From an optimization exercise on the open Yosys and OpenROAD flow, aimed at small area; shortcuts taken in it are not production practice. The RTL of this run was laid out without a check of its function. Power figures rest on the tool's default switching activity, not on a simulated workload.

`flow/config.mk`:
```
export PLATFORM = sky130hd
export DESIGN_NAME = Toplevelmodule
export DESIGN_NICKNAME = Toplevelmodule
export VERILOG_FILES = /design/flow/design.v
export SDC_FILE = /design/flow/constraint.sdc
export NUM_CORES = 4
export LEC_CHECK = 0
export CAP_MARGIN = 20
export CORE_MARGIN = 2
export CORE_UTILIZATION = 40
export SLEW_MARGIN = 20
```
`flow/constraint.sdc`:
```
create_clock -name core_clock -period 20.0 [get_ports {clk}]
set_input_delay 4.0000 -clock core_clock [delete_from_list [all_inputs] [get_ports {clk}]]
set_output_delay 4.0000 -clock core_clock [all_outputs]
set_load 0.01 [all_outputs]
```
`flow/design.v`:
```
module hCounter(clk, rst, h_count, trig_v);
    input clk;
    input rst;
    output reg [9:0] h_count;
    output reg trig_v;
    wire last = h_count[9] & h_count[8] & (&h_count[4:0]);
    always @(posedge clk) begin
        if (rst) begin
            h_count <= 10'd0;
            trig_v <= 1'b0;
        end else begin
            h_count <= last ? 10'd0 : h_count + 10'd1;
            trig_v <= last;
        end
    end
endmodule
module vCounter(clk, rst, enable_v, v_count);
    input clk;
    input rst;
    input enable_v;
    output reg [9:0] v_count;
    wire last = v_count[9] & v_count[3] & v_count[2];
    always @(posedge clk) begin
        if (rst)
            v_count <= 10'd0;
        else if (enable_v)
            v_count <= last ? 10'd0 : v_count + 10'd1;
    end
endmodule
module vga_sync(
    input [9:0] h_count,
    input [9:0] v_count,
    output h_sync, v_sync, video_on, animate
    );
    assign h_sync = ~((h_count >= 10'd656) & (h_count <= 10'd751));
    assign v_sync = ~((v_count >= 10'd490) & (v_count <= 10'd491));
    assign video_on = (h_count < 10'd640) & (v_count < 10'd480);
    assign animate = (v_count == 10'd479) & (h_count == 10'd640);
endmodule
module pixel_gen(
    input clk_d,
    input rst,
    input btn,
    input [9:0] pixel_x,
    input [9:0] pixel_y,
    input video_on,
    input box, win,
    output wall, wall_mr,
    output [3:0] red,
    output [3:0] green,
    output [3:0] blue
    );
    wire [6:0] cx = pixel_x[9:3];
    wire [6:0] cy = pixel_y[9:3];
    wire [8:0] px = pixel_x[9:1];
    wire [8:0] py = pixel_y[9:1];
    assign wall =
        (cx >= 2 && cx <= 2 && cy >= 2 && cy <= 7) ||
        (cx >= 2 && cx <= 2 && cy >= 12 && cy <= 57) ||
        (cx >= 2 && cx <= 7 && cy >= 32 && cy <= 32) ||
        (cx >= 2 && cx <= 12 && cy >= 12 && cy <= 12) ||
        (cx >= 2 && cx <= 17 && cy >= 7 && cy <= 7) ||
        (cx >= 2 && cx <= 57 && cy >= 2 && cy <= 2) ||
        (cx >= 2 && cx <= 57 && cy >= 57 && cy <= 57) ||
        (cx >= 7 && cx <= 7 && cy >= 22 && cy <= 32) ||
        (cx >= 7 && cx <= 7 && cy >= 37 && cy <= 57) ||
        (cx >= 7 && cx <= 12 && cy >= 17 && cy <= 17) ||
        (cx >= 7 && cx <= 12 && cy >= 22 && cy <= 22) ||
        (cx >= 12 && cx <= 12 && cy >= 17 && cy <= 22) ||
        (cx >= 12 && cx <= 12 && cy >= 27 && cy <= 42) ||
        (cx >= 12 && cx <= 12 && cy >= 47 && cy <= 52) ||
        (cx >= 12 && cx <= 17 && cy >= 42 && cy <= 42) ||
        (cx >= 12 && cx <= 22 && cy >= 27 && cy <= 27) ||
        (cx >= 12 && cx <= 22 && cy >= 47 && cy <= 47) ||
        (cx >= 17 && cx <= 17 && cy >= 12 && cy <= 22) ||
        (cx >= 17 && cx <= 17 && cy >= 32 && cy <= 37) ||
        (cx >= 17 && cx <= 17 && cy >= 52 && cy <= 57) ||
        (cx >= 17 && cx <= 22 && cy >= 37 && cy <= 37) ||
        (cx >= 17 && cx <= 27 && cy >= 32 && cy <= 32) ||
        (cx >= 17 && cx <= 27 && cy >= 52 && cy <= 52) ||
        (cx >= 17 && cx <= 32 && cy >= 17 && cy <= 17) ||
        (cx >= 22 && cx <= 22 && cy >= 7 && cy <= 12) ||
        (cx >= 22 && cx <= 22 && cy >= 17 && cy <= 27) ||
        (cx >= 22 && cx <= 22 && cy >= 37 && cy <= 52) ||
        (cx >= 22 && cx <= 37 && cy >= 12 && cy <= 12) ||
        (cx >= 27 && cx <= 27 && cy >= 2 && cy <= 7) ||
        (cx >= 27 && cx <= 27 && cy >= 22 && cy <= 27) ||
        (cx >= 27 && cx <= 27 && cy >= 32 && cy <= 47) ||
        (cx >= 27 && cx <= 32 && cy >= 37 && cy <= 37) ||
        (cx >= 27 && cx <= 37 && cy >= 22 && cy <= 22) ||
        (cx >= 32 && cx <= 32 && cy >= 7 && cy <= 17) ||
        (cx >= 32 && cx <= 32 && cy >= 22 && cy <= 37) ||
        (cx >= 32 && cx <= 32 && cy >= 42 && cy <= 52) ||
        (cx >= 32 && cx <= 37 && cy >= 52 && cy <= 52) ||
        (cx >= 32 && cx <= 42 && cy >= 42 && cy <= 42) ||
        (cx >= 32 && cx <= 47 && cy >= 7 && cy <= 7) ||
        (cx >= 37 && cx <= 37 && cy >= 17 && cy <= 22) ||
        (cx >= 37 && cx <= 37 && cy >= 27 && cy <= 37) ||
        (cx >= 37 && cx <= 37 && cy >= 42 && cy <= 47) ||
        (cx >= 37 && cx <= 42 && cy >= 17 && cy <= 17) ||
        (cx >= 37 && cx <= 42 && cy >= 32 && cy <= 32) ||
        (cx >= 42 && cx <= 42 && cy >= 17 && cy <= 22) ||
        (cx >= 42 && cx <= 42 && cy >= 32 && cy <= 42) ||
        (cx >= 42 && cx <= 42 && cy >= 52 && cy <= 57) ||
        (cx >= 42 && cx <= 47 && cy >= 12 && cy <= 12) ||
        (cx >= 42 && cx <= 47 && cy >= 27 && cy <= 27) ||
        (cx >= 42 && cx <= 57 && cy >= 37 && cy <= 37) ||
        (cx >= 42 && cx <= 57 && cy >= 47 && cy <= 47) ||
        (cx >= 47 && cx <= 47 && cy >= 2 && cy <= 7) ||
        (cx >= 47 && cx <= 47 && cy >= 12 && cy <= 22) ||
        (cx >= 47 && cx <= 47 && cy >= 27 && cy <= 32) ||
        (cx >= 47 && cx <= 47 && cy >= 42 && cy <= 47) ||
        (cx >= 47 && cx <= 52 && cy >= 17 && cy <= 17) ||
        (cx >= 47 && cx <= 52 && cy >= 32 && cy <= 32) ||
        (cx >= 47 && cx <= 52 && cy >= 42 && cy <= 42) ||
        (cx >= 47 && cx <= 57 && cy >= 52 && cy <= 52) ||
        (cx >= 52 && cx <= 52 && cy >= 2 && cy <= 17) ||
        (cx >= 52 && cx <= 52 && cy >= 22 && cy <= 32) ||
        (cx >= 52 && cx <= 57 && cy >= 22 && cy <= 22) ||
        (cx >= 57 && cx <= 57 && cy >= 2 && cy <= 47) ||
        (cx >= 57 && cx <= 57 && cy >= 52 && cy <= 57);
    assign wall_mr =
        (cx >= 2 && cx <= 2 && cy >= 2 && cy <= 7) ||
        (cx >= 2 && cx <= 2 && cy >= 12 && cy <= 57) ||
        (cx >= 2 && cx <= 7 && cy >= 32 && cy <= 32) ||
        (cx >= 2 && cx <= 12 && cy >= 12 && cy <= 12) ||
        (cx >= 2 && cx <= 17 && cy >= 7 && cy <= 7) ||
        (cx >= 2 && cx <= 57 && cy >= 2 && cy <= 2) ||
        (cx >= 2 && cx <= 57 && cy >= 57 && cy <= 57) ||
        (cx >= 7 && cx <= 7 && cy >= 22 && cy <= 32) ||
        (cx >= 7 && cx <= 7 && cy >= 37 && cy <= 57) ||
        (cx >= 7 && cx <= 12 && cy >= 17 && cy <= 17) ||
        (cx >= 7 && cx <= 12 && cy >= 22 && cy <= 22) ||
        (cx >= 12 && cx <= 12 && cy >= 17 && cy <= 22) ||
        (cx >= 12 && cx <= 12 && cy >= 27 && cy <= 42) ||
        (cx >= 12 && cx <= 12 && cy >= 47 && cy <= 52) ||
        (cx >= 12 && cx <= 17 && cy >= 42 && cy <= 42) ||
        (cx >= 12 && cx <= 22 && cy >= 27 && cy <= 27) ||
        (cx >= 12 && cx <= 22 && cy >= 47 && cy <= 47) ||
        (cx >= 17 && cx <= 17 && cy >= 12 && cy <= 22) ||
        (cx >= 17 && cx <= 17 && cy >= 32 && cy <= 37) ||
        (cx >= 17 && cx <= 17 && cy >= 52 && cy <= 57) ||
        (cx >= 17 && cx <= 22 && cy >= 37 && cy <= 37) ||
        (cx >= 17 && cx <= 27 && cy >= 32 && cy <= 32) ||
        (cx >= 17 && cx <= 27 && cy >= 52 && cy <= 52) ||
        (cx >= 17 && cx <= 32 && cy >= 17 && cy <= 17) ||
        (cx >= 22 && cx <= 22 && cy >= 7 && cy <= 12) ||
        (cx >= 22 && cx <= 22 && cy >= 17 && cy <= 27) ||
        (cx >= 22 && cx <= 22 && cy >= 37 && cy <= 52) ||
        (cx >= 22 && cx <= 37 && cy >= 12 && cy <= 12) ||
        (cx >= 27 && cx <= 27 && cy >= 2 && cy <= 7) ||
        (cx >= 27 && cx <= 27 && cy >= 22 && cy <= 27) ||
        (cx >= 27 && cx <= 27 && cy >= 32 && cy <= 47) ||
        (cx >= 27 && cx <= 32 && cy >= 37 && cy <= 37) ||
        (cx >= 27 && cx <= 37 && cy >= 22 && cy <= 22) ||
        (cx >= 32 && cx <= 32 && cy >= 7 && cy <= 17) ||
        (cx >= 32 && cx <= 37 && cy >= 52 && cy <= 52) ||
        (cx >= 32 && cx <= 42 && cy >= 42 && cy <= 42) ||
        (cx >= 32 && cx <= 47 && cy >= 7 && cy <= 7) ||
        (cx >= 37 && cx <= 42 && cy >= 17 && cy <= 17) ||
        (cx >= 37 && cx <= 42 && cy >= 32 && cy <= 32) ||
        (cx >= 42 && cx <= 47 && cy >= 12 && cy <= 12) ||
        (cx >= 42 && cx <= 47 && cy >= 27 && cy <= 27) ||
        (cx >= 42 && cx <= 57 && cy >= 37 && cy <= 37) ||
        (cx >= 42 && cx <= 57 && cy >= 47 && cy <= 47) ||
        (cx >= 47 && cx <= 52 && cy >= 17 && cy <= 17) ||
        (cx >= 47 && cx <= 52 && cy >= 32 && cy <= 32) ||
        (cx >= 47 && cx <= 52 && cy >= 42 && cy <= 42) ||
        (cx >= 47 && cx <= 57 && cy >= 52 && cy <= 52) ||
        (cx >= 52 && cx <= 57 && cy >= 22 && cy <= 22);
    wire banner =
        (px >= 243 && px <= 245 && py >= 77 && py <= 77) ||
        (px >= 244 && px <= 244 && py >= 72 && py <= 76) ||
        (px >= 244 && px <= 249 && py >= 74 && py <= 74) ||
        (px >= 245 && px <= 245 && py >= 71 && py <= 71) ||
        (px >= 246 && px <= 247 && py >= 70 && py <= 70) ||
        (px >= 247 && px <= 247 && py >= 53 && py <= 54) ||
        (px >= 247 && px <= 253 && py >= 53 && py <= 53) ||
        (px >= 248 && px <= 248 && py >= 71 && py <= 71) ||
        (px >= 248 && px <= 250 && py >= 77 && py <= 77) ||
        (px >= 249 && px <= 249 && py >= 72 && py <= 76) ||
        (px >= 249 && px <= 251 && py >= 60 && py <= 60) ||
        (px >= 250 && px <= 250 && py >= 53 && py <= 60) ||
        (px >= 252 && px <= 253 && py >= 73 && py <= 73) ||
        (px >= 253 && px <= 253 && py >= 53 && py <= 54) ||
        (px >= 255 && px <= 257 && py >= 53 && py <= 53) ||
        (px >= 255 && px <= 257 && py >= 60 && py <= 60) ||
        (px >= 255 && px <= 257 && py >= 66 && py <= 67) ||
        (px >= 255 && px <= 257 && py >= 80 && py <= 81) ||
        (px >= 256 && px <= 256 && py >= 53 && py <= 60) ||
        (px >= 256 && px <= 256 && py >= 66 && py <= 81) ||
        (px >= 256 && px <= 261 && py >= 56 && py <= 56) ||
        (px >= 257 && px <= 257 && py >= 70 && py <= 71) ||
        (px >= 258 && px <= 258 && py >= 72 && py <= 73) ||
        (px >= 259 && px <= 259 && py >= 74 && py <= 77) ||
        (px >= 260 && px <= 260 && py >= 72 && py <= 73) ||
        (px >= 260 && px <= 262 && py >= 53 && py <= 53) ||
        (px >= 260 && px <= 262 && py >= 60 && py <= 60) ||
        (px >= 261 && px <= 261 && py >= 53 && py <= 60) ||
        (px >= 261 && px <= 261 && py >= 70 && py <= 71) ||
        (px >= 261 && px <= 263 && py >= 66 && py <= 67) ||
        (px >= 261 && px <= 263 && py >= 80 && py <= 81) ||
        (px >= 262 && px <= 262 && py >= 66 && py <= 81) ||
        (px >= 264 && px <= 269 && py >= 53 && py <= 53) ||
        (px >= 264 && px <= 269 && py >= 60 && py <= 60) ||
        (px >= 265 && px <= 265 && py >= 53 && py <= 60) ||
        (px >= 265 && px <= 267 && py >= 80 && py <= 81) ||
        (px >= 265 && px <= 268 && py >= 56 && py <= 56) ||
        (px >= 266 && px <= 266 && py >= 70 && py <= 81) ||
        (px >= 266 && px <= 271 && py >= 74 && py <= 75) ||
        (px >= 267 && px <= 267 && py >= 68 && py <= 69) ||
        (px >= 268 && px <= 269 && py >= 66 && py <= 67) ||
        (px >= 269 && px <= 269 && py >= 53 && py <= 54) ||
        (px >= 269 && px <= 269 && py >= 59 && py <= 60) ||
        (px >= 270 && px <= 270 && py >= 68 && py <= 69) ||
        (px >= 270 && px <= 272 && py >= 80 && py <= 81) ||
        (px >= 271 && px <= 271 && py >= 70 && py <= 81) ||
        (px >= 273 && px <= 273 && py >= 88 && py <= 93) ||
        (px >= 274 && px <= 274 && py >= 68 && py <= 69) ||
        (px >= 274 && px <= 274 && py >= 78 && py <= 79) ||
        (px >= 274 && px <= 277 && py >= 87 && py <= 87) ||
        (px >= 274 && px <= 277 && py >= 94 && py <= 94) ||
        (px >= 274 && px <= 279 && py >= 66 && py <= 67) ||
        (px >= 274 && px <= 279 && py >= 80 && py <= 81) ||
        (px >= 275 && px <= 275 && py >= 76 && py <= 77) ||
        (px >= 276 && px <= 276 && py >= 74 && py <= 75) ||
        (px >= 277 && px <= 277 && py >= 72 && py <= 73) ||
        (px >= 277 && px <= 278 && py >= 91 && py <= 91) ||
        (px >= 278 && px <= 278 && py >= 70 && py <= 71) ||
        (px >= 278 && px <= 278 && py >= 88 && py <= 88) ||
        (px >= 278 && px <= 278 && py >= 91 && py <= 93) ||
        (px >= 279 && px <= 279 && py >= 68 && py <= 69) ||
        (px >= 279 && px <= 279 && py >= 78 && py <= 79) ||
        (px >= 280 && px <= 282 && py >= 94 && py <= 94) ||
        (px >= 281 && px <= 281 && py >= 89 && py <= 94) ||
        (px >= 281 && px <= 286 && py >= 66 && py <= 67) ||
        (px >= 281 && px <= 286 && py >= 80 && py <= 81) ||
        (px >= 281 && px <= 286 && py >= 91 && py <= 91) ||
        (px >= 282 && px <= 282 && py >= 66 && py <= 81) ||
        (px >= 282 && px <= 282 && py >= 88 && py <= 88) ||
        (px >= 282 && px <= 285 && py >= 72 && py <= 73) ||
        (px >= 283 && px <= 284 && py >= 87 && py <= 87) ||
        (px >= 285 && px <= 285 && py >= 88 && py <= 88) ||
        (px >= 285 && px <= 287 && py >= 94 && py <= 94) ||
        (px >= 286 && px <= 286 && py >= 66 && py <= 69) ||
        (px >= 286 && px <= 286 && py >= 78 && py <= 81) ||
        (px >= 286 && px <= 286 && py >= 89 && py <= 94) ||
        (px >= 288 && px <= 289 && py >= 72 && py <= 72) ||
        (px >= 289 && px <= 291 && py >= 87 && py <= 87) ||
        (px >= 289 && px <= 291 && py >= 94 && py <= 94) ||
        (px >= 290 && px <= 290 && py >= 87 && py <= 94) ||
        (px >= 291 && px <= 291 && py >= 89 && py <= 89) ||
        (px >= 291 && px <= 293 && py >= 69 && py <= 69) ||
        (px >= 291 && px <= 293 && py >= 76 && py <= 76) ||
        (px >= 292 && px <= 292 && py >= 69 && py <= 76) ||
        (px >= 292 && px <= 292 && py >= 90 && py <= 90) ||
        (px >= 293 && px <= 293 && py >= 91 && py <= 92) ||
        (px >= 294 && px <= 294 && py >= 90 && py <= 90) ||
        (px >= 295 && px <= 295 && py >= 89 && py <= 89) ||
        (px >= 295 && px <= 297 && py >= 69 && py <= 69) ||
        (px >= 295 && px <= 297 && py >= 76 && py <= 76) ||
        (px >= 295 && px <= 297 && py >= 87 && py <= 87) ||
        (px >= 295 && px <= 297 && py >= 94 && py <= 94) ||
        (px >= 296 && px <= 296 && py >= 69 && py <= 76) ||
        (px >= 296 && px <= 296 && py >= 87 && py <= 94) ||
        (px >= 297 && px <= 297 && py >= 71 && py <= 71) ||
        (px >= 298 && px <= 298 && py >= 72 && py <= 72) ||
        (px >= 299 && px <= 299 && py >= 73 && py <= 73) ||
        (px >= 299 && px <= 304 && py >= 87 && py <= 87) ||
        (px >= 299 && px <= 304 && py >= 94 && py <= 94) ||
        (px >= 300 && px <= 300 && py >= 74 && py <= 74) ||
        (px >= 300 && px <= 300 && py >= 87 && py <= 94) ||
        (px >= 300 && px <= 302 && py >= 69 && py <= 69) ||
        (px >= 300 && px <= 302 && py >= 76 && py <= 76) ||
        (px >= 300 && px <= 303 && py >= 90 && py <= 90) ||
        (px >= 301 && px <= 301 && py >= 69 && py <= 76) ||
        (px >= 304 && px <= 304 && py >= 70 && py <= 75) ||
        (px >= 304 && px <= 304 && py >= 87 && py <= 88) ||
        (px >= 304 && px <= 304 && py >= 93 && py <= 94) ||
        (px >= 305 && px <= 308 && py >= 69 && py <= 69) ||
        (px >= 305 && px <= 308 && py >= 76 && py <= 76) ||
        (px >= 308 && px <= 309 && py >= 73 && py <= 73) ||
        (px >= 309 && px <= 309 && py >= 70 && py <= 70) ||
        (px >= 309 && px <= 309 && py >= 73 && py <= 75);
    wire face =
        (px >= 256 && px <= 257 && py >= 143 && py <= 161) ||
        (px >= 258 && px <= 259 && py >= 139 && py <= 142) ||
        (px >= 258 && px <= 259 && py >= 162 && py <= 165) ||
        (px >= 258 && px <= 291 && py >= 143 && py <= 144) ||
        (px >= 260 && px <= 261 && py >= 137 && py <= 138) ||
        (px >= 260 && px <= 261 && py >= 166 && py <= 167) ||
        (px >= 260 && px <= 273 && py >= 147 && py <= 149) ||
        (px >= 260 && px <= 289 && py >= 145 && py <= 146) ||
        (px >= 261 && px <= 271 && py >= 150 && py <= 152) ||
        (px >= 262 && px <= 263 && py >= 135 && py <= 136) ||
        (px >= 262 && px <= 263 && py >= 168 && py <= 169) ||
        (px >= 263 && px <= 269 && py >= 153 && py <= 154) ||
        (px >= 264 && px <= 265 && py >= 133 && py <= 134) ||
        (px >= 264 && px <= 265 && py >= 162 && py <= 163) ||
        (px >= 264 && px <= 265 && py >= 170 && py <= 171) ||
        (px >= 266 && px <= 269 && py >= 131 && py <= 132) ||
        (px >= 266 && px <= 269 && py >= 164 && py <= 165) ||
        (px >= 266 && px <= 269 && py >= 172 && py <= 173) ||
        (px >= 270 && px <= 279 && py >= 129 && py <= 130) ||
        (px >= 270 && px <= 279 && py >= 166 && py <= 167) ||
        (px >= 270 && px <= 279 && py >= 174 && py <= 175) ||
        (px >= 276 && px <= 289 && py >= 147 && py <= 149) ||
        (px >= 278 && px <= 288 && py >= 150 && py <= 152) ||
        (px >= 280 && px <= 283 && py >= 131 && py <= 132) ||
        (px >= 280 && px <= 283 && py >= 164 && py <= 165) ||
        (px >= 280 && px <= 283 && py >= 172 && py <= 173) ||
        (px >= 280 && px <= 286 && py >= 153 && py <= 154) ||
        (px >= 284 && px <= 285 && py >= 133 && py <= 134) ||
        (px >= 284 && px <= 285 && py >= 162 && py <= 163) ||
        (px >= 284 && px <= 285 && py >= 170 && py <= 171) ||
        (px >= 286 && px <= 287 && py >= 135 && py <= 136) ||
        (px >= 286 && px <= 287 && py >= 168 && py <= 169) ||
        (px >= 288 && px <= 289 && py >= 137 && py <= 138) ||
        (px >= 288 && px <= 289 && py >= 166 && py <= 167) ||
        (px >= 290 && px <= 291 && py >= 139 && py <= 142) ||
        (px >= 290 && px <= 291 && py >= 162 && py <= 165) ||
        (px >= 292 && px <= 293 && py >= 143 && py <= 161);
    wire start =
        (pixel_x >= 40 && pixel_x <= 65 && pixel_y >= 120 && pixel_y <= 225) ||
        (pixel_x >= 40 && pixel_x <= 140 && pixel_y >= 90 && pixel_y <= 120) ||
        (pixel_x >= 40 && pixel_x <= 140 && pixel_y >= 225 && pixel_y <= 255) ||
        (pixel_x >= 40 && pixel_x <= 140 && pixel_y >= 360 && pixel_y <= 390) ||
        (pixel_x >= 115 && pixel_x <= 140 && pixel_y >= 255 && pixel_y <= 360) ||
        (pixel_x >= 155 && pixel_x <= 255 && pixel_y >= 90 && pixel_y <= 120) ||
        (pixel_x >= 190 && pixel_x <= 220 && pixel_y >= 120 && pixel_y <= 390) ||
        (pixel_x >= 270 && pixel_x <= 290 && pixel_y >= 120 && pixel_y <= 390) ||
        (pixel_x >= 270 && pixel_x <= 370 && pixel_y >= 90 && pixel_y <= 120) ||
        (pixel_x >= 290 && pixel_x <= 350 && pixel_y >= 240 && pixel_y <= 270) ||
        (pixel_x >= 350 && pixel_x <= 370 && pixel_y >= 120 && pixel_y <= 390) ||
        (pixel_x >= 385 && pixel_x <= 405 && pixel_y >= 120 && pixel_y <= 390) ||
        (pixel_x >= 385 && pixel_x <= 485 && pixel_y >= 90 && pixel_y <= 120) ||
        (pixel_x >= 405 && pixel_x <= 485 && pixel_y >= 220 && pixel_y <= 250) ||
        (pixel_x >= 435 && pixel_x <= 455 && pixel_y >= 250 && pixel_y <= 390) ||
        (pixel_x >= 465 && pixel_x <= 485 && pixel_y >= 120 && pixel_y <= 220) ||
        (pixel_x >= 500 && pixel_x <= 600 && pixel_y >= 90 && pixel_y <= 120) ||
        (pixel_x >= 540 && pixel_x <= 570 && pixel_y >= 120 && pixel_y <= 390);
    reg r, gb;
    wire game = wall | banner;
    always @(posedge clk_d) begin
        if (rst) begin
            r <= 1'b0; gb <= 1'b0;
        end else begin
            gb <= video_on & ~(btn ? (game | (win & face)) : start);
            r <= video_on & ~(btn ? (game | (win ? face : box)) : start);
        end
    end
    assign red = {4{r}};
    assign green = {4{gb}};
    assign blue = {4{gb}};
endmodule
module movement(
    input clk,
    input rst,
    input animate,
    input left, right, up, down,
    input [9:0] h_count, v_count,
    input wall, wall_mr,
    output box, win
    );
    reg [9:1] xp, yp;
    reg bl, br, bu, bd;
    wire [10:0] dx = {1'b0, h_count} - {1'b0, xp, 1'b0};
    wire [10:0] dy = {1'b0, v_count} - {1'b0, yp, 1'b0};
    wire [9:0] dxm = dx[9:0];
    wire [9:0] dym = dy[9:0];
    assign box = (dx[10:4] == 7'd0) & (dy[10:4] == 7'd0);
    assign win = (xp >= 9'd225) & (xp <= 9'd504);
    wire row0 = (dym == 10'd0);
    wire col0 = (dxm == 10'd0);
    wire hit_l = row0 & wall & ((dxm == 10'd1014) | (dxm == 10'd5) | (dxm == 10'd1021));
    wire hit_r = row0 & ((wall & ((dxm == 10'd10) | (dxm == 10'd25))) | (wall_mr & (dxm == 10'd17)));
    wire hit_u = col0 & wall & (dym == 10'd25);
    wire hit_d = col0 & wall & (dym == 10'd1014);
    always @(posedge clk) begin
        if (rst | animate) begin
            bl <= 1'b0; br <= 1'b0; bu <= 1'b0; bd <= 1'b0;
        end else begin
            bl <= bl | hit_l; br <= br | hit_r; bu <= bu | hit_u; bd <= bd | hit_d;
        end
    end
    always @(posedge clk) begin
        if (rst) begin
            xp <= 9'd8;
            yp <= 9'd36;
        end else if (animate) begin
            if (left) begin
                if (~bl) xp <= xp - 9'd5;
            end else if (right) begin
                if (~br) xp <= xp + 9'd5;
            end else if (up) begin
                if (~bu) yp <= yp + 9'd5;
            end else if (down) begin
                if (~bd) yp <= yp - 9'd5;
            end
        end
    end
endmodule
module inputs(
    input clk_d,
    input rst,
    input btn1, btn2, btn3, btn4,
    output reg left, right, up, down
    );
    always @(posedge clk_d) begin
        if (rst | ~(btn1 | btn2 | btn3 | btn4)) begin
            left <= 1'b0; right <= 1'b0; up <= 1'b0; down <= 1'b0;
        end else if (btn1 | btn2) begin
            left <= btn1; right <= ~btn1;
        end else begin
            up <= btn3; down <= ~btn3;
        end
    end
endmodule
module Toplevelmodule(
    input clk,
    input rst,
    input count_x, count_y, btn1, btn2, btn3, btn4, btn5,
    output h_sync, v_sync,
    output [3:0] red, green, blue
    );
    wire v_trig, video_on, animate;
    wire [9:0] h_count, v_count;
    wire left, right, up, down;
    wire wall, wall_mr, box, win;
    hCounter hc(clk, rst, h_count, v_trig);
    vCounter vc(clk, rst, v_trig, v_count);
    vga_sync vgas(h_count, v_count, h_sync, v_sync, video_on, animate);
    inputs i(clk, rst, btn1, btn2, btn3, btn4, left, right, up, down);
    movement m1(clk, rst, animate, left, right, up, down, h_count, v_count,
                wall, wall_mr, box, win);
    pixel_gen pg(clk, rst, btn5, h_count, v_count, video_on, box, win,
                 wall, wall_mr, red, green, blue);
endmodule
```
`flow/run.sh`:
```
#!/bin/bash
# synth_recipe.tcl (not shown) runs the flow's synth.tcl, then flattens the netlist and writes it again
# the make line also repeats each setting of config.mk as NAME=value (left out here)
make -C /OpenROAD-flow-scripts/flow DESIGN_CONFIG=/design/flow/config.mk WORK_HOME=/design/flow/orfs CLKGATE_MAP_FILE= SYNTH_SCRIPT=/design/flow/synth_recipe.tcl finish
```
==> notes.md <==
layout by cell type, fill, tap and decap left out, types with 10 or more instances in the layout:
master,Yosys,final
o2111ai_1,11,11
o21ai_0,71,71
nand2b_1,27,27
nor3_1,38,38
inv_1,42,42
and3_1,18,18
nand4_1,36,36
o21a_1,12,12
nand3_1,57,57
nor2_1,119,119
xnor2_1,25,25
a31oi_1,23,23
ha_1,43,43
xor2_1,20,20
nor2b_1,21,21
or4_1,18,18
o22ai_1,11,11
and2_1,15,15
a211oi_1,19,19
nor4_1,26,26
a21oi_1,80,80
dfxtp_1,49,44
buf_4,13,33
or3_1,16,16
o211ai_1,15,15
mux2i_1,10,10
a2111oi_0,10,10
nand2_1,94,94
o32ai_1,10,10
clkdlybuf4s50_1,0,20
or2_2,12,12
o31ai_1,11,11
a21o_1,13,13
nor3b_1,10,10
worst max-delay path, stage by stage, from the launching register on:
cell	delay, ns
dfxtp_2	0.32
buf_4	0.59
nand2_1	0.46
nor2_1	0.34
nand4_1	0.22
clkdlybuf4s50_1	0.56
area by class of cell:
type,instances,area share (%)
Multi-Input combinational cell,1087,77.3
Sequential cell,49,10.6
Clock buffer,5,1.35
Tap cell,280,3.78
Timing Repair Buffer,53,4.83
Antenna cell,1,0.0270
Inverter,43,1.74
Clock inverter,3,0.364
flip-flops by register name (all words and copies together), names as in the netlist:
name / cells
i.up: 1
i.right: 1
m1.br: 1
vc.v_count: 10
m1.bu: 1
m1.xp: 9
m1.yp: 9
i.left: 1
m1.bl: 1
pg.r: 1
m1.bd: 1
i.down: 1
hc.trig_v: 1
pg.gb: 1
hc.h_count: 10
power by group through the flow:
| stage | combinational (mW) | sequential, mW | clock, mW |
|---|---|---|---|
| 6_report | 0.0366 | 0.101 | 0.0946 |
| 5_1_grt | 0.0392 | 0.101 | 0.101 |
| 4_1_cts | 0.0358 | 0.101 | 0.0968 |
| 3_5_place_dp | 0.0357 | 0.103 | 0 |
| 3_3_place_gp | 0.0358 | 0.103 | 0 |
| 2_1_floorplan | 0.0250 | 0.102 | 0 |
logic make-up after synthesis:
| group | share of synthesized area (%) |
|---|---|
| buf+inv | 8.93 |
| xor+xnor | 4.41 |
| simple gates | 36.5 |
| compound gates | 30.9 |
| flops | 11.0 |
| fa+ha+maj | 6.91 |
| mux | 1.37 |
worst max path at each step:
stage	slack [ns]	to	cells after the start
final	13.19	v_sync	5
after global routing	13.25	v_sync	5
after CTS	13.39	v_sync	5
after detailed placement	13.35	pg.gb$_SDFF_PP0_	7
after global placement	13.35	pg.gb$_SDFF_PP0_	7
after floorplan	14.55	pg.gb$_SDFF_PP0_	6
routing by layer:
| metal | wire [um] | up-vias | track usage [%] |
|---|---|---|---|
| li1 | - | 4826 | - |
| met1 | 17800 | 5126 | 50.2 |
| met2 | 18200 | 832 | 51.8 |
| met3 | 5680 | 176 | 9.19 |
| met4 | 2440 | 0 | 16.8 |
| met5 | 0 | - | 0 |
metrics by stage:
stage	util [%]	cells	cell area, sq um
floorplan	-	1309	8940
global placement	41.6	1512	9110
detailed placement	41.6	1512	9110
CTS	42.4	1520	9270
global route	42.4	1520	9270
finish	42.4	1521	9280
==> run_results.csv <==
group,metric,value,unit
synthesis,syn_nets,1365,
sta,maxSlewHeadroom,26.9,%
sta,min_period,6.81,ns
clocking,cts_tree,"done",
clocking,clk_latency,0.31,ns
sta,worst_slew_pin_slew,1.07,ns
pwr,power.density,25.0,nW/um^2
sta,final-setup-viol-count,0,
cells_and_area,register_area,987,sq um
global_route,grt_pass1_vias,9784,
synthesis,ys_seq_area_share,11.0,%
sta,finClkSkew,0.0104,ns
global_route,grt_pass1_wl,65.1,mm
drt,vias_per_cell,7.21,
placed_design,dp_hpwl,32.3,mm
synthesis,synth_flop_cell,"dfxtp_1",
drt,first_pass_iters,8,
global_route,grt_max_degree,63,
pwr,total_leakage_power,3.19,nW
placed_design,port_buffers,20,
pwr,ir_drop,30.6,uV
critical_path,r2r-start,"hc.h_count[3]$_SDFF_PP0_",
worst_hold_path,holdPathEnd,"m1.yp[9]$_SDFFE_PP0P_",
cells_and_area,areaGrowthSynthToFinish,3.72,%
placed_design,gp_congestion,1.05,
clocking,numCtsBuffers,5,
clocking,cts_sinks,49,
pwr,power_frac_comb,15.8,%
sta,fin_hold_ws,0.461,ns
pwr,clkPwrFrac,40.8,%
critical_path,cp-startpoint,"vc.v_count[5]$_SDFFE_PP0P_",
synthesis,ys_ff_latch,49,
drt,routedWlPerCell,29.0,um
floorplan,rows,54,
worst_hold_path,min-delay-start,"m1.yp[9]$_SDFFE_PP0P_",
cells_and_area,drive_gt1_share,7.34,%
pwr,p_seq_share,43.5,%
synthesis,synth_top_area_cell,"dfxtp_1",
clocking,cts_root_buffer,"clkbuf_16",
synthesis,synthesis.area,8940,sq um
critical_path,end_kind,"output pin",
synthesis,ys_top_cells_by_area,"dfxtp_1 (11%), ha_1 (6.0%), nor2_1 (5.0%)",
synthesis,yosys-top-cells-count,"nor2_1 (119), nand2_1 (94), a21oi_1 (80), o21ai_0 (71)",
sta,layout_setup_ws,13.19,ns
synthesis,synth_edf_count,0,
synthesis,yosysMostFrequentCell,"nor2_1",
floorplan,die_x,154,um
status,status,"finished clean",
critical_path,startpoint_type,"flop",
floorplan,initial_core_util,40.8,%
floorplan,die-area,23600,sq um
sta,finalCritPeriodShare,34.0,%
pwr,p_sw_share,31.0,%
sta,slew_viol_final,0,
critical_path,r2r_cells,10,
flow_run,maxCapViolCount,0,
synthesis,async_flop_share,0,%
critical_path,reg2reg_to,"pg.r$_SDFF_PP0_",
cells_and_area,fill_cells,2376,
synthesis,yosysTopAreaCellShare,11.0,%
sta,hold_viol_final,0,
cells_and_area,multi_input_area,7170,sq um
floorplan,ios,23,
drt,drt-initial-drc-count,1701,
pwr,power,232,uW
critical_path,rrSetupSlack,15.66,ns
critical_path,critPathKind,"flop to output pin",
critical_path,cp.required,16.00,ns
synthesis,synth_cell_types,93,
cells_and_area,nNetsFinal,1295,
worst_hold_path,whs_path_depth,2,
global_route,track_usage,36.0,%
pwr,p_sw,71.9,uW
sta,finalSetupTns,0,ns
clocking,holdBufCountCts,0,
placed_design,place_ws,13.35,ns
critical_path,worstPathMaxFanout,62,
global_route,antenna_found_initial,1,
sta,fmax,0.147,GHz
synthesis,syn_inst,1309,
clocking,clk_pin_slew,0.08,ns
clocking,cts_buffer_depth,2,
drt,ant_nets,0,
clocking,post_cts_resized,0,
clocking,htree_levels,2,
clocking,postCtsSetupBuffers,0,
synthesis,syn_avg_cell_area,6.83,sq um
global_route,overflow,0,
worst_hold_path,hold_path_class,"flop to flop",
drt,vias,10960,
floorplan,fp.coreArea,21900,sq um
drt,wl,44.1,mm
critical_path,worstPathArrival,2.81,ns
synthesis,yosysWarnings,5,
sta,rsz0062_at_grt,"false",
floorplan,die_y,154,um
drt,drc,0,
pwr,p_int,160,uW

-- afterwards: timing with drivers on the ports --
No port has a modelled driver above. Below, the same layout with a new extraction and two added sets of constraints. Step 1, drivers: a clkbuf_16 drives clk and a buf_2 each remaining input, both assumed. Step 2 moves the port delays by t, midway between the first and last clock arrival at a register: inputs arrive t later, outputs are due t later. That takes back most of the time a late clock gives input paths. Slacks: no drivers / after step 1 / after step 2; pairs: no drivers / after step 1.
t (ns): 0.355
setup slack, ns: 13.190 / 13.142 / 13.255
worst setup path at the end: input to register
slew at the worst register clock pin (ns): 0.08 / 0.08
cell pins on the clock port's net: 1
After both steps setup and hold are still met in this run. For this run, drivers alone change the setup slack by -0.048 ns; drivers and shift together by +0.065 ns.
